What follows belongs to an exercise in optimizing a design on an open flow for small area; a production flow would make more cautious choices. At most, simulation tests tie the RTL to the original design; equivalence was not proved. The RTL of runs 2 to 5 was laid out without a check of its function.

File: design/flow/constraint.sdc
create_clock -name core_clock -period 8.5 [get_ports {clk}]
set_input_delay 1.7000 -clock core_clock [delete_from_list [all_inputs] [get_ports {clk}]]
set_output_delay 1.7000 -clock core_clock [all_outputs]
set_load 0.01 [all_outputs]
File: design/flow/run.sh
#!/bin/bash
# synth_recipe.tcl (not shown) runs the flow's synth.tcl, then flattens the netlist and writes it again
# the make line also repeats each setting of config.mk as NAME=value (left out here)
make -C /OpenROAD-flow-scripts/flow DESIGN_CONFIG=/design/flow/config.mk WORK_HOME=/design/flow/orfs CLKGATE_MAP_FILE= SYNTH_SCRIPT=/design/flow/synth_recipe.tcl finish
File: design/flow/design.v
`timescale 1ns / 1ps
module alu (
    input wire [3:0] a,
    input wire [3:0] b,
    input wire [2:0] op,
    output reg [3:0] result,
    output wire zero,
    output wire negative,
    output reg carry,
    output reg overflow
);
    wire sub = op[0];
    wire [3:0] bx = b ^ {4{sub}};
    wire [4:0] sum = {1'b0, a} + {1'b0, bx} + {4'b0, sub};
    wire lt = ~sum[4];
    always @(*) begin
        result = 4'b0000;
        carry = 1'b0;
        overflow = 1'b0;
        case (op)
            3'b000, 3'b001: begin
                result = sum[3:0];
                carry = sum[4] ^ sub;
                overflow = (a[3] == bx[3]) && (sum[3] != a[3]);
            end
            3'b010: result = a & b;
            3'b011: result = a | b;
            3'b100: result = a ^ b;
            3'b101: begin
                result = a << b[1:0];
                case (b[1:0])
                    2'b01: carry = a[3];
                    2'b10: carry = a[2];
                    2'b11: carry = a[1];
                    default: carry = 1'b0;
                endcase
            end
            3'b110: begin
                result = a >> b[1:0];
                case (b[1:0])
                    2'b01: carry = a[0];
                    2'b10: carry = a[1];
                    2'b11: carry = a[2];
                    default: carry = 1'b0;
                endcase
            end
            default: result = {3'b000, lt};
        endcase
    end
    assign zero = (result == 4'b0000);
    assign negative = result[3];
endmodule
`timescale 1ns / 1ps
module control_unit (
    input wire [15:0] instruction,
    output wire [2:0] alu_op,
    output wire [1:0] dest_addr,
    output wire [1:0] src_a_addr,
    output wire [1:0] src_b_addr,
    output wire use_immediate,
    output wire [3:0] immediate
);
    assign alu_op = instruction[15:13];
    assign dest_addr = instruction[12:11];
    assign src_a_addr = instruction[10:9];
    assign src_b_addr = instruction[8:7];
    assign use_immediate = instruction[6];
    assign immediate = instruction[3:0];
endmodule
`timescale 1ns / 1ps
module instruction_memory (
    input wire clk,
    input wire reset,
    input wire write_enable,
    input wire [3:0] write_addr,
    input wire [15:0] write_data,
    input wire [3:0] read_addr,
    output wire [15:0] instruction
);
    reg [255:0] words;
    reg [15:0] valid;
    wire [255:0] next_words;
    wire [15:0] we;
    wire [15:0] hold;
    wire [15:0] sel;
    genvar w, b;
    generate
        for (w = 0; w < 16; w = w + 1) begin : g_word
            assign we[w] = write_enable & (write_addr == w);
            assign hold[w] = ~we[w];
            assign sel[w] = valid[w] & (read_addr == w);
            for (b = 0; b < 16; b = b + 1) begin : g_bit
                imem_bit_next u_next (
                    .load(we[w]),
                    .hold(hold[w]),
                    .new_bit(write_data[b]),
                    .old_bit(words[16*w + b]),
                    .next_bit(next_words[16*w + b])
                );
            end
            always @(posedge clk or posedge reset) begin
                if (reset)
                    valid[w] <= 1'b0;
                else if (we[w])
                    valid[w] <= 1'b1;
            end
        end
    endgenerate
    always @(posedge clk) begin
        words <= next_words;
    end
    generate
        for (b = 0; b < 16; b = b + 1) begin : g_read
            wire [5:0] part_n;
            for (w = 0; w < 5; w = w + 1) begin : g_grp
                imem_read3 u_read (
                    .sel0(sel[3*w]),     .bit0(words[16*(3*w) + b]),
                    .sel1(sel[3*w + 1]), .bit1(words[16*(3*w + 1) + b]),
                    .sel2(sel[3*w + 2]), .bit2(words[16*(3*w + 2) + b]),
                    .out_n(part_n[w])
                );
            end
            assign part_n[5] = ~(sel[15] & words[16*15 + b]);
            assign instruction[b] = ~&part_n;
        end
    endgenerate
endmodule
module imem_bit_next (
    input wire load,
    input wire hold,
    input wire new_bit,
    input wire old_bit,
    output wire next_bit
);
    assign next_bit = (load & new_bit) | (hold & old_bit);
endmodule
module imem_read3 (
    input wire sel0,
    input wire bit0,
    input wire sel1,
    input wire bit1,
    input wire sel2,
    input wire bit2,
    output wire out_n
);
    assign out_n = ~((sel0 & bit0) | (sel1 & bit1) | (sel2 & bit2));
endmodule
`timescale 1ns / 1ps
module register_file (
    input wire clk,
    input wire reset,
    input wire write_enable,
    input wire [1:0] write_addr,
    input wire [3:0] write_data,
    input wire [1:0] read_addr_a,
    input wire [1:0] read_addr_b,
    output wire [3:0] reg_a,
    output wire [3:0] reg_b
);
    reg [3:0] registers [0:3];
    integer i;
    always @(posedge clk or posedge reset) begin
        if (reset) begin
            for (i = 0; i < 4; i = i + 1) begin
                registers[i] <= 4'b0000;
            end
        end else if (write_enable) begin
            registers[write_addr] <= write_data;
        end
    end
    assign reg_a = registers[read_addr_a];
    assign reg_b = registers[read_addr_b];
endmodule
`timescale 1ns / 1ps
module top (
    input wire clk,
    input wire reset,
    input wire run_enable,
    input wire reg_write_enable,
    input wire [1:0] reg_write_addr,
    input wire [3:0] reg_write_data,
    input wire instr_write_enable,
    input wire [3:0] instr_write_addr,
    input wire [15:0] instr_write_data,
    output reg [3:0] pc,
    output wire [15:0] instruction,
    output wire [3:0] result,
    output wire zero,
    output wire negative,
    output wire carry,
    output wire overflow
);
    wire [1:0] dest_addr, src_a_addr, src_b_addr;
    wire [2:0] alu_op;
    wire use_immediate;
    wire [3:0] immediate;
    wire [3:0] a, b, alu_b;
    wire cpu_step;
    wire rf_write_enable;
    wire [1:0] rf_write_addr;
    wire [3:0] rf_write_data;
    instruction_memory imem (
        .clk(clk),
        .reset(reset),
        .write_enable(instr_write_enable),
        .write_addr(instr_write_addr),
        .write_data(instr_write_data),
        .read_addr(pc),
        .instruction(instruction)
    );
    control_unit cu (
        .instruction(instruction),
        .alu_op(alu_op),
        .dest_addr(dest_addr),
        .src_a_addr(src_a_addr),
        .src_b_addr(src_b_addr),
        .use_immediate(use_immediate),
        .immediate(immediate)
    );
    assign cpu_step = run_enable & ~reg_write_enable & ~instr_write_enable;
    assign rf_write_enable = reg_write_enable | cpu_step;
    assign rf_write_addr = reg_write_enable ? reg_write_addr : dest_addr;
    assign rf_write_data = reg_write_enable ? reg_write_data : result;
    register_file rf (
        .clk(clk),
        .reset(reset),
        .write_enable(rf_write_enable),
        .write_addr(rf_write_addr),
        .write_data(rf_write_data),
        .read_addr_a(src_a_addr),
        .read_addr_b(src_b_addr),
        .reg_a(a),
        .reg_b(b)
    );
    assign alu_b = use_immediate ? immediate : b;
    alu alu_inst (
        .a(a),
        .b(alu_b),
        .op(alu_op),
        .result(result),
        .zero(zero),
        .negative(negative),
        .carry(carry),
        .overflow(overflow)
    );
    always @(posedge clk or posedge reset) begin
        if (reset) begin
            pc <= 4'b0000;
        end else if (cpu_step) begin
            pc <= pc + 4'b0001;
        end
    end
endmodule
File: design/flow/config.mk
export PLATFORM = sky130hd
export DESIGN_NAME = top
export DESIGN_NICKNAME = top
export VERILOG_FILES = /design/flow/design.v
export SDC_FILE = /design/flow/constraint.sdc
export NUM_CORES = 4
export LEC_CHECK = 0
export CAP_MARGIN = 20
export CORE_MARGIN = 2
export CORE_UTILIZATION = 40
export SLEW_MARGIN = 20
export SYNTH_HIERARCHICAL = 1
==> results of run 1 <==
per-layer routing:
layer | global-route usage (%) | vias to the layer above | wire (um)
li1 | - | 3996 | -
met1 | 35.05 | 4286 | 16270
met2 | 32.86 | 384 | 14330
met5 | 0 | - | 0
met3 | 4.463 | 57 | 2946
met4 | 8.476 | 0 | 1198
Yosys stat by module (local to each module, per instance):
module | area [um2] | times used | cells
register_file | 803.3 | 1 | 45
instruction_memory | 6289 | 1 | 408
alu | 758.2 | 1 | 102
imem_bit_next | 8.758 | 256 | 1
control_unit | 105.1 | 1 | 14
imem_read3 | 10.01 | 80 | 1
top | 319.1 | 1 | 26
synthesized netlist by cell type (all sizes together) (2+ instances only):
master	n
nand3b	5
and4	2
o221ai	2
o21ai	6
dfrtp	36
mux4	8
a221oi	4
nand2b	23
a22oi	2
buf	24
a21oi	8
a21o	3
nor2	8
nand3	22
or2	3
a222oi	80
a211o	16
ha	13
nor4	2
xor2	6
dfxtp	256
and2	2
nor2b	8
nor3	4
and3	15
xnor2	4
mux2i	4
clkbuf	2
inv	31
mux2	28
a22o	256
nand2	33
nor3b	3
final cells by class:
cell class | count | area (um2) | share of cell area, %
clock buffers | 44 | 937.1 | 6.988
clock inverters | 12 | 191.4 | 1.427
inverters | 31 | 116.4 | 0.8676
multi-input cells | 582 | 4990 | 37.21
flip-flops and latches | 292 | 6026 | 44.93
well taps | 378 | 473.0 | 3.526
repair buffers | 71 | 678.2 | 5.056
metrics by stage:
step | instances | setup slack, ps | hold slack [ps]
floorplan | 931 | 1614 | 425.3
global placement | 1354 | 1570 | 450.8
detailed placement | 1354 | 1458 | 447.2
CTS | 1410 | 836.6 | 468.3
global route | 1410 | 406.0 | 479.5
finish | 1410 | 836.0 | 469.8
how the worst max path moves through the flow:
| stage | endpoint | cells after the start |
|---|---|---|
| 2_1_floorplan | carry | 17 |
| 3_3_place_gp | carry | 16 |
| 3_5_place_dp | zero | 16 |
| 4_1_cts | zero | 16 |
| 5_1_grt | carry | 16 |
| 6_report | zero | 16 |
sequential cells by signal, indices dropped and copies added (netlist names):
register and count:
pc 4, rf.registers 16, imem.words 256, imem.valid 16
cells by family after synthesis:
group	Yosys count
AO/OA/AOI/OAI	383
flip-flops	292
AND/OR/NAND/NOR	135
buffers and inverters	57
multiplexers	40
adder cells (fa/ha/maj)	14
XOR/XNOR	10
cell usage in the layout, fill, tap and decap left out, types with 15 or more instances in the layout:
cell and n:
a222oi_1 80, a211o_1 16, dfrtp_1 36, mux2_2 28, nand2_1 33, clkbuf_16 33, a22o_1 256, and3_1 15
inv_1 30, nand2b_1 23, dfxtp_1 256, clkdlybuf4s50_1 58, nand3_1 22
worst max-delay path: cells and delay by family, from the launching register on:
kind,cells,cell delay [ps]
muxes,2,930
xor gates and xnor gates,1,220
AOI/OAI and AO/OA,4,900
buffers and inverters,2,660
and+or+nand+nor,6,1770
adders and majority gates,1,420
DFF,1,510
==> impl_metrics.csv, run 1 <==
group,metric,value,unit
status,outcome,"no timing/DRC/antenna violations",
synth,synth_edf_count,0,
setup_path,cp_max_fo,16,
floorplan,start_util,40.62,%
grt,grt_start_max_net_pins,21,
synth,synth-seq-cells,292,
synth,synth_adder_area_share,1.614,%
setup_path,required,6800,ps
routing,drcViolationCount,0,
setup_path,critPathMaxStageDelay,640,ps
synth,synth-simple-area-share,6.788,%
finish,diodes,0,
floorplan,fp.dieW,172.2,um
cts,post_cts_buffers,0,
cts,clkTransAtPathRegs,60,ps
floorplan,die_y,172.2,um
synth,synth_top_family_by_area,"compound AO/OA/AOI/OAI gates",
floorplan,num_io_pins,59,
routing,routedWlPerCell,24.65,um
grt,gr-total-overflow,0,
floorplan,core_area,27860,um2
routing,vias,8723,
cts,insertion_delay,560,ps
synth,synthCells,931,
synth,yosys.area.top_type,"dfxtp_1",
routing,dr.pass1.iters,7,
timing,setup-violations-final,0,
setup_path,cp-start-kind,"flop",
synth,yosysUniqueCellTypes,56,
setup_path,worstRegToRegCells,16,
synth,synth_flop_cell,"dfxtp_1",
grt,grt_util_all_layers,23.27,%
timing,tightest_slew,983.0,ps
setup_path,crit_type,"reg -> out",
cts,cts_buffers,30,
grt,grt_pass1_vias,8413,
finish,nets,1053,
placed_design,placed_cell_area,12280,um2
cts,hold_buffers,0,
min_path,holdPathStages,1,
synth,ys_async_sr_fraction,12.33,%
setup_path,critPathLaunch,"pc[1]$_DFFE_PP0P_",
flow_run,maxCapViolCount,0,
timing,min_period,7664,ps
synth,synth_nets,976,
synth,syn_area,11320,um2
cts,clock_sinks,292,
routing,antenna_left,0,
finish,final_area,13410,um2
placed_design,portBuffers,58,
timing,finalClockSkew,12.61,ps
routing,dr.first_iter.drc_count,1075,
cts,cts.path.max_buffers,3,
min_path,hold_path.class,"reg -> reg",
synth,synth_top_area_share,45.28,%
timing,fmax,130.5,MHz
cts,cts_root_buf,"clkbuf_16",
synth,synth_compound_area_share,30.08,%
synth,synth_area_leaders,"dfxtp_1 (45%), a22o_1 (20%), dfrtp_1 (8.0%)",
min_path,min_from,"imem.words[161]$_DFF_P_",
floorplan,rows,61,
finish,drive_gt1_share,11.14,%
cts,post_cts_resized,0,
cts,cts_tree,"built",
timing,period_share,90.16,%
setup_path,crit_path_end_kind,"output port",
floorplan,fp.dieArea,29650,um2
synth,synthMuxAreaShare,4.732,%
placed_design,place_congestion,0.8945,
setup_path,crit_chain,"nor2b_1 -> and3_1 -> a222oi_1 -> nand3_1 -> a211o_1 -> mux4_2 -> mux2_2 -> xor2_1 -> inv_1 -> fa_1 -> nor2b_1 -> o21ai_0 -> and2_1 -> o32a_1 -> nor4_2 -> clkdlybuf4s50_1",
setup_path,crit_slowest_cell,"and3_1",
grt,grt_pass1_wl,52.52,mm
timing,maxSlewViolCount,0,
setup_path,crit_path_frequent_cell,"nor2b_1",
timing,tns,0,ps
cts,htreeDepth,1,
synth,synth_area_per_cell,12.16,um2
placed_design,dp_hpwl,22.28,mm
setup_path,critical_path_arrival,5960,ps
finish,fin_util,48.14,%
synth,synth_xor_area_share,0.7739,%
timing,hold_viol_final,0,
synth,seq_area_frac_synth,53.24,%
setup_path,rrSetupSlack,3200,ps
setup_path,timing.rr.end,"rf.registers[1][0]$_DFFE_PP0P_",
timing,slew_headroom,34.26,%
synth,yosys_warnings,11,
setup_path,reg2reg_from,"pc[1]$_DFFE_PP0P_",
grt,antenna_found_initial,0,
finish,area_growth,18.51,%
routing,wl,34.75,mm
min_path,hold_end,"imem.words[161]$_DFF_P_",
finish,fillerInstances,2470,
timing,rsz0062_at_grt,"no",
routing,via_per_inst,6.187,
==> run 2, diff against run 1 <==
--- a/design/flow/design.v
+++ b/design/flow/design.v
@@ -81,7 +81,5 @@
     reg [15:0] valid;
-    wire [255:0] next_words;
     wire [15:0] we;
-    wire [15:0] hold;
     wire [15:0] sel;
-    genvar w, b;
+    genvar w;
     generate
@@ -89,12 +87,6 @@
             assign we[w] = write_enable & (write_addr == w);
-            assign hold[w] = ~we[w];
             assign sel[w] = valid[w] & (read_addr == w);
-            for (b = 0; b < 16; b = b + 1) begin : g_bit
-                imem_bit_next u_next (
-                    .load(we[w]),
-                    .hold(hold[w]),
-                    .new_bit(write_data[b]),
-                    .old_bit(words[16*w + b]),
-                    .next_bit(next_words[16*w + b])
-                );
+            always @(posedge clk) begin
+                words[16*w +: 16] <= words[16*w +: 16] ^
+                    ({16{we[w]}} & (write_data ^ words[16*w +: 16]));
             end
@@ -108,40 +100,10 @@
     endgenerate
-    always @(posedge clk) begin
-        words <= next_words;
-    end
-    generate
-        for (b = 0; b < 16; b = b + 1) begin : g_read
-            wire [5:0] part_n;
-            for (w = 0; w < 5; w = w + 1) begin : g_grp
-                imem_read3 u_read (
-                    .sel0(sel[3*w]),     .bit0(words[16*(3*w) + b]),
-                    .sel1(sel[3*w + 1]), .bit1(words[16*(3*w + 1) + b]),
-                    .sel2(sel[3*w + 2]), .bit2(words[16*(3*w + 2) + b]),
-                    .out_n(part_n[w])
-                );
-            end
-            assign part_n[5] = ~(sel[15] & words[16*15 + b]);
-            assign instruction[b] = ~&part_n;
-        end
-    endgenerate
-endmodule
-module imem_bit_next (
-    input wire load,
-    input wire hold,
-    input wire new_bit,
-    input wire old_bit,
-    output wire next_bit
-);
-    assign next_bit = (load & new_bit) | (hold & old_bit);
-endmodule
-module imem_read3 (
-    input wire sel0,
-    input wire bit0,
-    input wire sel1,
-    input wire bit1,
-    input wire sel2,
-    input wire bit2,
-    output wire out_n
-);
-    assign out_n = ~((sel0 & bit0) | (sel1 & bit1) | (sel2 & bit2));
+    reg [15:0] rd;
+    integer i;
+    always @(*) begin
+        rd = 16'b0;
+        for (i = 0; i < 16; i = i + 1)
+            rd = rd | ({16{sel[i]}} & words[16*i +: 16]);
+    end
+    assign instruction = rd;
 endmodule
--- a/design/flow/config.mk
+++ b/design/flow/config.mk
@@ -7,2 +7,3 @@
 export LEC_CHECK = 0
+export ABC_AREA = 1
 export CAP_MARGIN = 20
@@ -11,2 +12 @@
 export SLEW_MARGIN = 20
-export SYNTH_HIERARCHICAL = 1
==> run 2 against run 1 <==
Effect of this change:
- clock skew rose by 2.2 ps
- global-route usage fell by 2.6 points
- core utilization fell by 1.2 points
- sequential cell count did not move
- register-to-register slack improved by 740 ps
- setup slack improved by 470 ps
- highest routed layer unchanged
- first-iteration DRC count fell by 20%
- critical endpoint is now carry
- via count fell by 3.9%
- still clean on timing, DRC and antenna
- synthesized cell count rose by 18%
- critical path type unchanged
==> impl_metrics.csv, run 2 <==
group,metric,value,unit
cts,cts_tree,"built",
finish,final_cell_mix,"nand2_1 (326), edfxtp_1 (256), nand3_1 (93)",
finish,drive_gt1_share,15.21,%
synth,synth_xor_area_share,0.5515,%
floorplan,num_io_pins,59,
cts,cts.path.max_buffers,3,
timing,rsz0062_at_grt,"no",
synth,synth_edf_count,256,
synth,yosys.area.top_type,"edfxtp_1",
synth,synth_compound_area_share,4.461,%
routing,antenna_left,0,
placed_design,place_worst_setup_slack,1937,ps
timing,setup-violations-final,0,
routing,drcViolationCount,0,
floorplan,start_util,40.47,%
flow_run,maxCapViolCount,0,
synth,synth_flop_cell,"edfxtp_1",
cts,clock_sinks,292,
setup_path,cp_max_fo,15,
synth,yosys_warnings,5,
synth,synth_common_cells,"nand2_1 (326), edfxtp_1 (256), nand3_1 (93), nor2_1 (69), inv_1 (63)",
synth,syn_area,12700,um2
placed_design,dp_hpwl,22.19,mm
finish,seq_area,8588,um2
cts,htreeDepth,1,
finish,multi_input_area,3745,um2
setup_path,crit_path_end_kind,"output port",
routing,via_per_inst,5.222,
setup_path,required,6800,ps
synth,yosysUniqueCellTypes,49,
setup_path,critical_path_arrival,5490,ps
synth,synth_nets,1144,
cts,cts_root_buf,"clkbuf_16",
timing,finalClockSkew,14.78,ps
floorplan,die_y,182.2,um
synth,yosysMostFrequentCell,"nand2_1",
timing,maxSlewViolCount,0,
timing,hold_viol_final,0,
cts,cts_buffers,29,
synth,synth-seq-cells,292,
finish,diodes,0,
routing,vias,8382,
setup_path,crit_chain,"nor2_2 -> buf_4 -> nand2_4 -> inv_2 -> nand2_1 -> nand2_1 -> nor2_1 -> nand3_1 -> inv_1 -> o21ai_0 -> nand3_1 -> nand2_1 -> inv_2 -> nand2_2 -> o21ai_0 -> fa_1 -> a21oi_1 -> nor2_1 -> nor2_1 -> xnor2_1 -> o22ai_1 -> a31oi_1 -> o21ai_0 -> clkdlybuf4s50_1",
setup_path,cpLargestDelayFamily,"simple AND/OR/NAND/NOR gates",
synth,synth-simple-area-share,22.14,%
floorplan,fp.dieArea,33200,um2
synth,seq_area_frac_synth,67.60,%
synth,synthMuxAreaShare,0,%
setup_path,critPathMaxStageDelay,580,ps
grt,antenna_found_initial,0,
cts,post_cts_resized,0,
grt,met2_usage,34.41,%
synth,synth_top_family_by_area,"simple AND/OR/NAND/NOR gates",
placed_design,portBuffers,58,
grt,grt_pass1_wl,50.93,mm
status,outcome,"no timing/DRC/antenna violations",
grt,busiest_layer,"met2",
routing,dr.pass1.iters,5,
synth,ys_async_sr_fraction,12.33,%
routing,routedWlPerCell,21.28,um
setup_path,crit_type,"reg -> out",
timing,tightest_slew,1088,ps
floorplan,core_area,31390,um2
routing,wl,34.16,mm
cts,post_cts_buffers,0,
timing,fmax,139.1,MHz
cts,hold_buffers,0,
grt,grt_util_all_layers,20.68,%
setup_path,cp-start-kind,"flop",
grt,gr-usage-met3,2.954,%
synth,synth_adder_area_share,1.733,%
cts,insertion_delay,560,ps
finish,final_common_cell,"nand2_1",
setup_path,worst-path-buf-inv,5,
grt,grtUsageMet1,28.96,%
floorplan,fp.dieW,182.2,um
timing,setup_ws,1309,ps
routing,dr.first_iter.drc_count,860,
grt,grt_pass1_vias,8103,
timing,tns,0,ps
setup_path,crit_slowest_cell,"clkdlybuf4s50_1",
min_path,hold_path.class,"reg -> reg",
synth,synth_area_per_cell,11.59,um2
finish,area_growth,15.99,%
grt,grt_start_max_net_pins,37,
grt,gr-total-overflow,0,
synth,synthCells,1096,
cts,clkTransAtPathRegs,60,ps
timing,period_share,84.60,%
placed_design,place_congestion,0.9178,
synth,synth_top_area_share,60.51,%
timing,slew_headroom,27.36,%
synth,synth_area_leaders,"edfxtp_1 (61%), nand2_1 (9.6%), dfrtp_1 (7.1%)",
finish,nets,1230,
finish,fillerInstances,2829,
timing,min_period,7191,ps
floorplan,rows,65,
==> run 2: changes by cell type in the layout (fill, tap and decap cells not counted), moves of 18 or more <==
cell	change
nand2_1	+293
dfxtp_1	-256
edfxtp_1	+256
a22o_1	-240
a222oi_1	-80
nand3_1	+71
nor2_1	+51
inv_1	+33
mux2_2	-28
nor2_2	+24
nand2b_1	-23
nand2_2	+18
==> run 2: final timing paths <==
check,cells past startpoint,startpoint,slack [ps],end
worst min-delay path,1,imem.valid[13]$_DFFE_PP0P_,470,imem.valid[13]$_DFFE_PP0P_
min in group asynchronous,3,reset,1570,imem.valid[3]$_DFFE_PP0P_
worst max-delay path,24,pc[3]$_DFFE_PP0P_,1310,carry
worst min register to register,1,imem.valid[13]$_DFFE_PP0P_,470,imem.valid[13]$_DFFE_PP0P_
worst max register to register,24,pc[3]$_DFFE_PP0P_,3940,rf.registers[3][0]$_DFFE_PP0P_
max in group asynchronous,3,reset,6570,rf.registers[3][0]$_DFFE_PP0P_
==> run 2: per-stage QoR <==
step	hold slack [ps]	util [%]	instances	cell area, um2
final	473.5	46.94	1605	14740
after detailed placement	455.6	44.15	1553	13860
after global routing	481.2	46.94	1605	14740
after CTS	470.3	46.91	1605	14730
after global placement	452.2	44.14	1553	13860
after floorplan	439.4	-	1096	12700
==> run 2: kinds of logic after synthesis <==
group | after synthesis
flops | 292
simple gates | 602
fa+ha+maj | 17
xor+xnor | 8
buf+inv | 104
compound gates | 73
==> run 2: cell type report <==
type,count,share of cell area (%)
Clock inverter,19,0.8490
Timing Repair Buffer,78,4.958
Tap cell,402,3.413
Multi-Input combinational cell,700,25.41
Clock buffer,33,5.026
Sequential cell,292,58.28
Inverter,81,2.063
==> run 2: layer usage <==
metal / routed length [um] / vias up
li1: - / 3952
met2: 16300 / 266
met4: 730 / 0
met5: 0 / -
met1: 15040 / 4119
met3: 2097 / 45
==> run 3, diff against run 2 <==
--- a/design/flow/config.mk
+++ b/design/flow/config.mk
@@ -11,2 +11,3 @@
 export CORE_UTILIZATION = 40
+export CTS_BUF_LIST = sky130_fd_sc_hd__clkbuf_2 sky130_fd_sc_hd__clkbuf_4 sky130_fd_sc_hd__clkbuf_8
 export SLEW_MARGIN = 20
==> run 3 against run 2 <==
Effect of this change:
- still clean
- setup slack improved by 21 ps
- sequential share of layout area down 0.089 points
- die area stayed put
- highest routed layer unchanged
==> impl_metrics.csv, run 3 <==
group,metric,value,unit
status,outcome,"no timing/DRC/antenna violations",
synth,yosysUniqueCellTypes,49,
timing,setup_ws,1330,ps
grt,grt_pass1_vias,8325,
finish,diodes,0,
setup_path,timing.rr.end,"rf.registers[3][0]$_DFFE_PP0P_",
synth,synth_area_leaders,"edfxtp_1 (61%), nand2_1 (9.6%), dfrtp_1 (7.1%)",
cts,cts_buffers,48,
routing,dr.pass1.iters,5,
setup_path,critPathMaxStageDelay,580,ps
routing,vias,8511,
cts,post_cts_buffers,0,
timing,finalClockSkew,18.93,ps
setup_path,endpoint,"carry",
finish,area_growth,16.17,%
synth,yosysMostFrequentCell,"nand2_1",
finish,final_common_cell,"nand2_1",
cts,cts_root_buf,"clkbuf_8",
grt,gr-usage-met3,3.492,%
setup_path,critical_path_arrival,5470,ps
floorplan,start_util,40.47,%
cts,clkTransAtPathRegs,60,ps
routing,drcViolationCount,0,
routing,wl,34.50,mm
synth,synthCells,1096,
grt,gr-total-overflow,0,
setup_path,required,6800,ps
cts,clock_sinks,292,
cts,post_cts_resized,0,
timing,maxSlewViolCount,0,
flow_run,maxCapViolCount,0,
setup_path,crit_path_end_kind,"output port",
timing,tightest_slew,1115,ps
synth,synth_common_cells,"nand2_1 (326), edfxtp_1 (256), nand3_1 (93), nor2_1 (69), inv_1 (63)",
synth,synth_area_per_cell,11.59,um2
timing,setup-violations-final,0,
finish,fillerInstances,2833,
floorplan,fp.dieW,182.2,um
grt,grtUsageMet1,29.15,%
setup_path,critPathLaunch,"pc[3]$_DFFE_PP0P_",
cts,insertion_delay,560,ps
timing,fmax,139.5,MHz
placed_design,place_congestion,0.9178,
setup_path,cp-start-kind,"flop",
synth,yosys_warnings,5,
synth,synth_edf_count,256,
synth,syn_area,12700,um2
placed_design,portBuffers,58,
cts,cts_tree,"built",
timing,slew_headroom,25.62,%
placed_design,dp_hpwl,22.19,mm
timing,hold_viol_final,0,
setup_path,worstRegToRegCells,24,
synth,synth_flop_cell,"edfxtp_1",
grt,met2_usage,34.08,%
synth,synth_nets,1144,
timing,period_share,84.36,%
setup_path,crit_chain,"nor2_2 -> buf_4 -> nand2_4 -> inv_2 -> nand2_1 -> nand2_1 -> nor2_1 -> nand3_1 -> inv_1 -> o21ai_0 -> nand3_1 -> nand2_1 -> inv_2 -> nand2_2 -> o21ai_0 -> fa_1 -> a21oi_1 -> nor2_1 -> nor2_1 -> xnor2_1 -> o22ai_1 -> a31oi_1 -> o21ai_0 -> clkdlybuf4s50_1",
cts,htreeDepth,2,
cts,hold_buffers,0,
timing,min_period,7170,ps
finish,final_cell_mix,"nand2_1 (326), edfxtp_1 (256), nand3_1 (93)",
synth,synth-seq-cells,292,
synth,seq_area_frac_synth,67.60,%
routing,antenna_left,0,
floorplan,num_io_pins,59,
min_path,hold_path.class,"reg -> reg",
finish,nets,1249,
grt,grt_pass1_wl,51.52,mm
floorplan,rows,65,
floorplan,core_area,31390,um2
floorplan,fp.dieArea,33200,um2
floorplan,die_y,182.2,um
synth,ys_async_sr_fraction,12.33,%
timing,tns,0,ps
grt,busiest_layer,"met2",
setup_path,crit_slowest_cell,"clkdlybuf4s50_1",
cts,cts.path.max_buffers,3,
timing,rsz0062_at_grt,"no",
routing,dr.first_iter.drc_count,836,
grt,grt_util_all_layers,20.98,%
routing,routedWlPerCell,21.05,um
routing,via_per_inst,5.193,
grt,antenna_found_initial,0,
finish,drive_gt1_share,17.22,%
synth,synth_top_area_share,60.51,%
setup_path,rrSetupSlack,3970,ps
grt,grt_start_max_net_pins,37,
setup_path,crit_type,"reg -> out",
setup_path,reg2reg_from,"pc[3]$_DFFE_PP0P_",
placed_design,place_worst_setup_slack,1937,ps
setup_path,cp_max_fo,15,
synth,yosys.area.top_type,"edfxtp_1",
-- run 3: cells by family after synthesis --
| family | Yosys count | synth area share [%] |
|---|---|---|
| flip-flops | 292 | 67.60 |
| adder cells (fa/ha/maj) | 17 | 1.733 |
| XOR/XNOR | 8 | 0.5515 |
| AO/OA/AOI/OAI | 73 | 4.461 |
| AND/OR/NAND/NOR | 602 | 22.14 |
| buffers and inverters | 104 | 3.516 |
-- run 3: layout make-up --
type | count | area [um2] | area share (%)
flip-flops and latches | 292 | 8588 | 58.19
multi-input cells | 700 | 3745 | 25.37
clock buffers | 64 | 787.0 | 5.332
repair buffers | 78 | 730.7 | 4.951
well taps | 402 | 503.0 | 3.408
inverters | 81 | 304.0 | 2.060
clock inverters | 22 | 101.3 | 0.6867
-- run 3: worst min-delay path by stage --
| stage | start | endpoint | slack [ps] | depth (start not counted) |
|---|---|---|---|---|
| after floorplan | imem.valid[0]$_DFFE_PP0P_ | imem.valid[0]$_DFFE_PP0P_ | 440 | 1 |
| after global placement | imem.valid[4]$_DFFE_PP0P_ | imem.valid[4]$_DFFE_PP0P_ | 450 | 1 |
| after detailed placement | imem.valid[12]$_DFFE_PP0P_ | imem.valid[12]$_DFFE_PP0P_ | 460 | 1 |
| after CTS | imem.valid[12]$_DFFE_PP0P_ | imem.valid[12]$_DFFE_PP0P_ | 470 | 1 |
| after global routing | imem.valid[8]$_DFFE_PP0P_ | imem.valid[8]$_DFFE_PP0P_ | 480 | 1 |
| final | imem.valid[0]$_DFFE_PP0P_ | imem.valid[0]$_DFFE_PP0P_ | 470 | 1 |
-- run 3: through the flow --
| step | hold WS [ps] | instance area (um2) | utilization, % | cells |
|---|---|---|---|---|
| finish | 472.0 | 14760 | 47.01 | 1639 |
| global placement | 452.2 | 13860 | 44.14 | 1553 |
| CTS | 469.5 | 14750 | 46.98 | 1639 |
| global route | 480.8 | 14760 | 47.01 | 1639 |
| floorplan | 439.4 | 12700 | - | 1096 |
| detailed placement | 455.6 | 13860 | 44.15 | 1553 |
-- run 3: metal layers --
| layer | wire length (um) | share of wire, % |
|---|---|---|
| met1 | 15140 | 44 |
| met5 | 0 | 0 |
| met2 | 16050 | 47 |
| met3 | 2435 | 7.1 |
| met4 | 864 | 2.5 |
-- run 3: critical path: cells and delay by family, from the launching register on --
family	cells	cell delay (ps)
flip-flops	1	510
buffers and inverters	5	1350
AND/OR/NAND/NOR	11	1760
AO/OA/AOI/OAI	6	730
XOR/XNOR	1	90
adder cells (fa/ha/maj)	1	480
==> run 4, diff against run 3 <==
--- a/design/flow/config.mk
+++ b/design/flow/config.mk
@@ -11,3 +11,5 @@
 export CORE_UTILIZATION = 40
-export CTS_BUF_LIST = sky130_fd_sc_hd__clkbuf_2 sky130_fd_sc_hd__clkbuf_4 sky130_fd_sc_hd__clkbuf_8
+export CTS_BUF_LIST = sky130_fd_sc_hd__clkbuf_16
+export CTS_CLUSTER_DIAMETER = 80
+export CTS_CLUSTER_SIZE = 30
 export SLEW_MARGIN = 20
==> run 4 against run 3 <==
Effect of this change:
- design area down 3.1%
- count of clock-buffer cells in the layout is 49 lower
- core utilization down 1.4 points
- via count down 2.2%
==> impl_metrics.csv, run 4 <==
group,metric,value,unit
finish,area_growth,12.62,%
finish,final_cell_mix,"nand2_1 (326), edfxtp_1 (256), nand3_1 (93)",
finish,diodes,0,
grt,gr-total-overflow,0,
synth,yosys.area.top_type,"edfxtp_1",
synth,yosysUniqueCellTypes,49,
setup_path,cp-start-kind,"flop",
min_path,hold_path.class,"reg -> reg",
setup_path,endpoint,"carry",
synth,synth_area_leaders,"edfxtp_1 (61%), nand2_1 (9.6%), dfrtp_1 (7.1%)",
timing,hold_viol_final,0,
synth,synth-seq-cells,292,
floorplan,fp.dieArea,33200,um2
timing,whs,481.5,ps
timing,slew_headroom,25.43,%
grt,grt_start_max_net_pins,37,
synth,synthCells,1096,
floorplan,start_util,40.47,%
finish,fin_cells,1576,
finish,multi_input_area,3745,um2
setup_path,crit_path_end_kind,"output port",
timing,rsz0062_at_grt,"no",
synth,yosysMostFrequentCell,"nand2_1",
routing,routedWlPerCell,21.48,um
routing,vias,8326,
cts,post_cts_buffers,0,
flow_run,maxCapViolCount,0,
cts,insertion_delay,500,ps
cts,cts_tree,"built",
setup_path,critical_path_arrival,5440,ps
finish,seq_area,8588,um2
routing,dr.first_iter.drc_count,839,
cts,cts.path.max_buffers,3,
synth,yosys_warnings,5,
grt,antenna_found_initial,0,
routing,wl,33.85,mm
cts,clock_sinks,292,
cts,cts_buffers,15,
grt,grt_pass1_vias,7956,
synth,synth_nets,1144,
floorplan,die_y,182.2,um
timing,setup-violations-final,0,
synth,synth_top_area_share,60.51,%
setup_path,worstRegToRegCells,24,
setup_path,rrSetupSlack,3930,ps
finish,fin_util,45.58,%
timing,min_period,7141,ps
routing,via_per_inst,5.283,
floorplan,core_area,31390,um2
synth,synth_edf_count,256,
timing,finalClockSkew,17.17,ps
routing,antenna_left,0,
setup_path,timing.rr.end,"rf.registers[3][0]$_DFFE_PP0P_",
timing,tns,0,ps
floorplan,fp.dieW,182.2,um
setup_path,critPathLaunch,"pc[3]$_DFFE_PP0P_",
finish,final_common_cell,"nand2_1",
synth,synth_area_per_cell,11.59,um2
timing,setup_ws,1359,ps
cts,clkTransAtPathRegs,100,ps
placed_design,place_worst_setup_slack,1937,ps
timing,maxSlewViolCount,0,
placed_design,place_congestion,0.9178,
grt,grt_util_all_layers,20.46,%
placed_design,dp_cells,1553,
finish,final_area,14310,um2
synth,synth_flop_cell,"edfxtp_1",
cts,htreeDepth,1,
placed_design,portBuffers,58,
setup_path,reg2reg_from,"pc[3]$_DFFE_PP0P_",
placed_design,dp_hpwl,22.19,mm
setup_path,required,6800,ps
setup_path,cp_max_fo,15,
routing,drcViolationCount,0,
cts,hold_buffers,0,
finish,fillerInstances,2855,
synth,synth_common_cells,"nand2_1 (326), edfxtp_1 (256), nand3_1 (93), nor2_1 (69), inv_1 (63)",
setup_path,crit_type,"reg -> out",
floorplan,rows,65,
timing,period_share,84.01,%
cts,cts_root_buf,"clkbuf_16",
status,outcome,"no timing/DRC/antenna violations",
timing,tightest_slew,1117,ps
cts,post_cts_resized,0,
placed_design,placed_cell_area,13860,um2
finish,drive_gt1_share,14.14,%
timing,fmax,140.0,MHz
synth,syn_area,12700,um2
grt,grt_pass1_wl,50.36,mm
finish,nets,1216,
floorplan,num_io_pins,59,
synth,seq_area_frac_synth,67.60,%
synth,ys_async_sr_fraction,12.33,%
routing,dr.pass1.iters,5,
[run 4: cell counts after synthesis]
Identical to the previous run, type by type.
[run 4: area by class of cell]
class | instances | share of cell area [%]
clock buffer | 15 | 2.624
clock inverter | 8 | 0.4285
inverter | 81 | 2.125
multi-input combinational | 700 | 26.17
sequential | 292 | 60.03
tap | 402 | 3.516
timing repair buffer | 78 | 5.107
[run 4: how the worst min path moves through the flow]
stage                                           from                         end  slack, ps  cells past startpoint
final                      imem.valid[0]$_DFFE_PP0P_   imem.valid[0]$_DFFE_PP0P_        480                      1
after global routing       imem.valid[8]$_DFFE_PP0P_   imem.valid[8]$_DFFE_PP0P_        490                      1
after CTS                 imem.valid[12]$_DFFE_PP0P_  imem.valid[12]$_DFFE_PP0P_        480                      1
after detailed placement  imem.valid[12]$_DFFE_PP0P_  imem.valid[12]$_DFFE_PP0P_        460                      1
after global placement     imem.valid[4]$_DFFE_PP0P_   imem.valid[4]$_DFFE_PP0P_        450                      1
after floorplan            imem.valid[0]$_DFFE_PP0P_   imem.valid[0]$_DFFE_PP0P_        440                      1
[run 4: worst max-delay path, cell delays in order (launching register included)]
cell and delay (ps):
dfrtp_1 520, nor2_2 540, buf_4 260, nand2_4 60
inv_2 270, nand2_1 90, nand2_1 80, nor2_1 50
nand3_1 360, inv_1 160, o21ai_0 110, nand3_1 90
nand2_1 180, inv_2 80, nand2_2 110, o21ai_0 140
fa_1 480, a21oi_1 160, nor2_1 50, nor2_1 160
xnor2_1 100, o22ai_1 170, a31oi_1 60, o21ai_0 100
clkdlybuf4s50_1 580
[run 4: kinds of logic (layout without fill, tap and decap cells)]
logic type                 Yosys count  after routing  synth area share, %
AOI/OAI and AO/OA                   73             73                4.461
xor gates and xnor gates             8              8               0.5515
adders and majority gates           17             17                1.733
buffers and inverters              104            182                3.516
DFF                                292            292                67.60
and+or+nand+nor                    602            602                22.14
[run 4: metal layers]
layer,global-route usage [%],vias to the layer above,part of all wire [%]
met4,4.677,0,2.3
met3,2.694,40,7.1
met5,0,-,0
met1,28.85,4068,44
met2,33.94,315,47
li1,-,3903,-
==> run 5, diff against run 4 <==
--- a/design/flow/design.v
+++ b/design/flow/design.v
@@ -11,6 +11,3 @@
 );
-    wire sub = op[0];
-    wire [3:0] bx = b ^ {4{sub}};
-    wire [4:0] sum = {1'b0, a} + {1'b0, bx} + {4'b0, sub};
-    wire lt = ~sum[4];
+    reg [4:0] extended_result;
     always @(*) begin
@@ -19,12 +16,20 @@
         overflow = 1'b0;
+        extended_result = 5'b00000;
         case (op)
-            3'b000, 3'b001: begin
-                result = sum[3:0];
-                carry = sum[4] ^ sub;
-                overflow = (a[3] == bx[3]) && (sum[3] != a[3]);
-            end
-            3'b010: result = a & b;
-            3'b011: result = a | b;
-            3'b100: result = a ^ b;
-            3'b101: begin
+            3'b000: begin  
+                extended_result = {1'b0, a} + {1'b0, b};
+                result = extended_result[3:0];
+                carry = extended_result[4];
+                overflow = (a[3] == b[3]) && (result[3] != a[3]);
+            end
+            3'b001: begin  
+                extended_result = {1'b0, a} - {1'b0, b};
+                result = extended_result[3:0];
+                carry = (a < b);
+                overflow = (a[3] != b[3]) && (result[3] != a[3]);
+            end
+            3'b010: result = a & b;  
+            3'b011: result = a | b;  
+            3'b100: result = a ^ b;  
+            3'b101: begin  
                 result = a << b[1:0];
@@ -37,3 +42,3 @@
             end
-            3'b110: begin
+            3'b110: begin  
                 result = a >> b[1:0];
@@ -46,3 +51,4 @@
             end
-            default: result = {3'b000, lt};
+            3'b111: result = (a < b) ? 4'b0001 : 4'b0000;  
+            default: result = 4'b0000;
         endcase
@@ -79,31 +85,14 @@
 );
-    reg [255:0] words;
-    reg [15:0] valid;
-    wire [15:0] we;
-    wire [15:0] sel;
-    genvar w;
-    generate
-        for (w = 0; w < 16; w = w + 1) begin : g_word
-            assign we[w] = write_enable & (write_addr == w);
-            assign sel[w] = valid[w] & (read_addr == w);
-            always @(posedge clk) begin
-                words[16*w +: 16] <= words[16*w +: 16] ^
-                    ({16{we[w]}} & (write_data ^ words[16*w +: 16]));
-            end
-            always @(posedge clk or posedge reset) begin
-                if (reset)
-                    valid[w] <= 1'b0;
-                else if (we[w])
-                    valid[w] <= 1'b1;
-            end
+    reg [15:0] memory [0:15];
+    integer i;
+    always @(posedge clk or posedge reset) begin
+        if (reset) begin
+            for (i = 0; i < 16; i = i + 1) begin
+                memory[i] <= 16'b0000_0000_0000_0000;
+            end
+        end else if (write_enable) begin
+            memory[write_addr] <= write_data;
         end
-    endgenerate
-    reg [15:0] rd;
-    integer i;
-    always @(*) begin
-        rd = 16'b0;
-        for (i = 0; i < 16; i = i + 1)
-            rd = rd | ({16{sel[i]}} & words[16*i +: 16]);
-    end
-    assign instruction = rd;
+    end
+    assign instruction = memory[read_addr];
 endmodule
==> design/flow/config.mk (replaced) <==
export PLATFORM = sky130hd
export DESIGN_NAME = top
export DESIGN_NICKNAME = top
export VERILOG_FILES = /design/flow/design.v
export SDC_FILE = /design/flow/constraint.sdc
export NUM_CORES = 4
export LEC_CHECK = 0
export CAP_MARGIN = 20
export CORE_MARGIN = 2
export CORE_UTILIZATION = 40
export SLEW_MARGIN = 20
==> run 5 against run 4 <==
Effect of this change:
- first-iteration DRC count fell by 25%
- synthesized area rose by 11%
- critical path depth fell by 5
- worst hold slack improved by 18 ps
- global-route usage rose by 1.1 points
- largest cell class unchanged
==> impl_metrics.csv, run 5 <==
group,metric,value,unit
status,outcome,"no timing/DRC/antenna violations",
routing,drcViolationCount,0,
synth,synth_flop_cell,"dfrtp_1",
floorplan,fp.dieArea,36660,um2
cts,hold_buffers,0,
synth,synth-seq-cells,276,
timing,whs,499.6,ps
grt,antenna_found_initial,0,
timing,period_share,93.18,%
placed_design,place_congestion,0.8971,
synth,synth_area_leaders,"dfrtp_1 (49%), mux2_2 (22%), mux2i_1 (2.3%)",
synth,yosys_warnings,6,
timing,hold_viol_final,0,
synth,synth_edf_count,0,
placed_design,placed_cell_area,15030,um2
timing,rsz0062_at_grt,"no",
setup_path,crit_type,"reg -> out",
timing,min_period,7921,ps
cts,cts_root_buf,"clkbuf_16",
setup_path,worstRegToRegCells,19,
cts,htreeDepth,1,
routing,vias,9780,
routing,via_per_inst,5.884,
setup_path,critPathLaunch,"pc[0]$_DFFE_PP0P_",
synth,ys_async_sr_fraction,100.0,%
timing,tns,0,ps
grt,grt_util_all_layers,21.60,%
cts,insertion_delay,590,ps
setup_path,cp_max_fo,38,
finish,reg_top3,"imem.memory: 256 flops, rf.registers: 16 flops, pc: 4 flops",
synth,syn_area,14060,um2
routing,dr.first_iter.drc_count,626,
finish,diodes,0,
finish,nets,1231,
timing,maxSlewViolCount,0,
finish,fin_cells,1662,
setup_path,critical_path_arrival,6220,ps
synth,synth_common_cells,"dfrtp_1 (276), mux2_2 (270), nand2_1 (52), clkbuf_1 (44), nor2_1 (39)",
grt,gr-total-overflow,0,
timing,tightest_slew,1137,ps
synth,synth_top_area_share,49.14,%
timing,setup_ws,579.4,ps
floorplan,num_io_pins,59,
synth,synth_nets,1201,
synth,yosysMostFrequentCell,"dfrtp_1",
setup_path,cp-start-kind,"flop",
floorplan,core_area,34540,um2
flow_run,maxCapViolCount,0,
cts,post_cts_buffers,0,
finish,final_common_cell,"dfrtp_1",
grt,grt_pass1_vias,9719,
cts,cts_buffers,30,
finish,largest_reg_flops,256,
synth,yosysUniqueCellTypes,86,
synth,synthCells,1153,
placed_design,place_worst_setup_slack,1236,ps
synth,yosys.area.top_type,"dfrtp_1",
setup_path,crit_path_end_kind,"output port",
cts,cts.path.max_buffers,3,
finish,drive_gt1_share,33.80,%
min_path,hold_path.class,"reg -> reg",
timing,finalClockSkew,49.56,ps
finish,final_cell_mix,"dfrtp_1 (274), mux2_2 (270), clkdlybuf4s50_1 (58)",
routing,routedWlPerCell,23.56,um
synth,synth_area_per_cell,12.19,um2
setup_path,rrSetupSlack,3040,ps
floorplan,start_util,40.69,%
floorplan,fp.dieW,191.5,um
routing,wl,39.15,mm
finish,largest-register,"imem.memory",
setup_path,reg2reg_from,"pc[0]$_DFFE_PP0P_",
cts,cts_tree,"built",
setup_path,required,6800,ps
floorplan,rows,68,
setup_path,endpoint,"zero",
grt,grt_pass1_wl,60.38,mm
routing,dr.pass1.iters,5,
placed_design,portBuffers,58,
timing,fmax,126.3,MHz
grt,grt_start_max_net_pins,89,
floorplan,die_y,191.5,um
routing,antenna_left,0,
placed_design,dp_cells,1606,
finish,area_growth,14.60,%
finish,fin_util,46.63,%
timing,slew_headroom,24.04,%
cts,post_cts_resized,0,
finish,final_area,16110,um2
placed_design,dp_hpwl,24.53,mm
synth,seq_area_frac_synth,49.14,%
finish,fillerInstances,3204,
timing,setup-violations-final,0,
setup_path,timing.rr.end,"rf.registers[2][2]$_DFFE_PP0P_",
cts,clock_sinks,276,
cts,clkTransAtPathRegs,60,ps
run 5: cell types whose count changed in the layout (fill, tap and decap cells not counted), sizes merged, moves of 16 or more:
cell	before	now
nand2	350	52
mux2	0	277
edfxtp	256	0
dfrtp	36	276
nand3	97	29
nor2	102	40
inv	81	24
mux2i	0	36
a22oi	0	34
a21oi	8	36
clkbuf	15	42
or2	20	2
a31oi	1	17
run 5: final cells by class:
type                       instances  area (um2)  share of cell area, %
clock buffer                      42       875.8                  5.437
clock inverter                    14       197.7                  1.227
inverter                          27       107.6                 0.6680
multi-input combinational        756        6598                  40.96
sequential                       276        6912                  42.91
tap                              455       569.3                  3.534
timing repair buffer              92       848.3                  5.266
run 5: worst max-delay path, stage by stage, from the launching register on:
cell	delay (ps)
dfrtp_1	430
inv_1	150
ha_2	810
buf_4	440
a222oi_1	140
nand3_1	150
nand3_1	110
o211ai_2	230
nand2b_1	200
o221a_1	480
inv_4	110
ha_1	260
fa_1	470
o21bai_1	220
nand2_1	80
a2bb2oi_1	180
o21a_1	170
o21ai_2	80
a2111oi_4	330
clkdlybuf4s50_1	580
run 5: cell families after synthesis:
logic type	after synthesis	synth area share, %
fa+ha+maj	17	1.620
compound gates	234	12.79
xor+xnor	7	0.4362
buf+inv	121	4.237
simple gates	184	6.605
mux	314	25.17
flops	276	49.14
run 5: routing by layer:
layer / global-route usage (%) / up-vias / routed length [um]
li1: - / 4349 / -
met1: 30.32 / 5091 / 17600
met2: 35.59 / 286 / 18660
met3: 2.992 / 54 / 2111
met4: 4.615 / 0 / 782
met5: 0 / - / 0
run 5: how the worst min path moves through the flow:
| stage | from | endpoint | slack, ps | depth (start not counted) |
|---|---|---|---|---|
| after floorplan | rf.registers[1][2]$_DFFE_PP0P_ | rf.registers[1][2]$_DFFE_PP0P_ | 460 | 1 |
| after CTS | imem.memory[8][1]$_DFFE_PP0P_ | imem.memory[8][1]$_DFFE_PP0P_ | 500 | 1 |
| after detailed placement | imem.memory[8][1]$_DFFE_PP0P_ | imem.memory[8][1]$_DFFE_PP0P_ | 490 | 1 |
| after global placement | imem.memory[4][7]$_DFFE_PP0P_ | imem.memory[4][7]$_DFFE_PP0P_ | 480 | 1 |
| final | imem.memory[5][13]$_DFFE_PP0P_ | imem.memory[5][13]$_DFFE_PP0P_ | 500 | 1 |
| after global routing | imem.memory[12][14]$_DFFE_PP0P_ | imem.memory[12][14]$_DFFE_PP0P_ | 510 | 1 |

-- re-timing with driven ports --
No port has a modelled driver above. Below, the same layouts with a new extraction and two added sets of constraints. Step 1: set_driving_cell puts a clkbuf_16 on clk and a buf_2 on each other input, an assumption about the parent block. Step 2 times the ports against the registers' clock, not the clock port: input delays grow and output delays shrink by t, the midpoint of the rising clock arrivals with the driver on. a / b / c = ideal / step 1 / step 2; a / b = the first two.
run | t, ns | setup slack, ns | clock arrival spread, ns | worst register clock-pin slew, ns | pins driven straight from the clock port
run 1 | 0.603 | 0.836 / 0.784 / 1.387 | 0.013 / 0.012 | 0.07 / 0.07 | 1
run 2 | 0.596 | 1.309 / 1.262 / 1.858 | 0.016 / 0.016 | 0.06 / 0.06 | 1
run 3 | 0.591 | 1.330 / 1.290 / 1.881 | 0.029 / 0.029 | 0.07 / 0.07 | 1
run 4 | 0.535 | 1.359 / 1.312 / 1.847 | 0.017 / 0.018 | 0.11 / 0.11 | 1
run 5 | 0.618 | 0.579 / 0.530 / 1.148 | 0.051 / 0.050 | 0.06 / 0.06 | 1
After both steps every run listed still meets setup and hold.
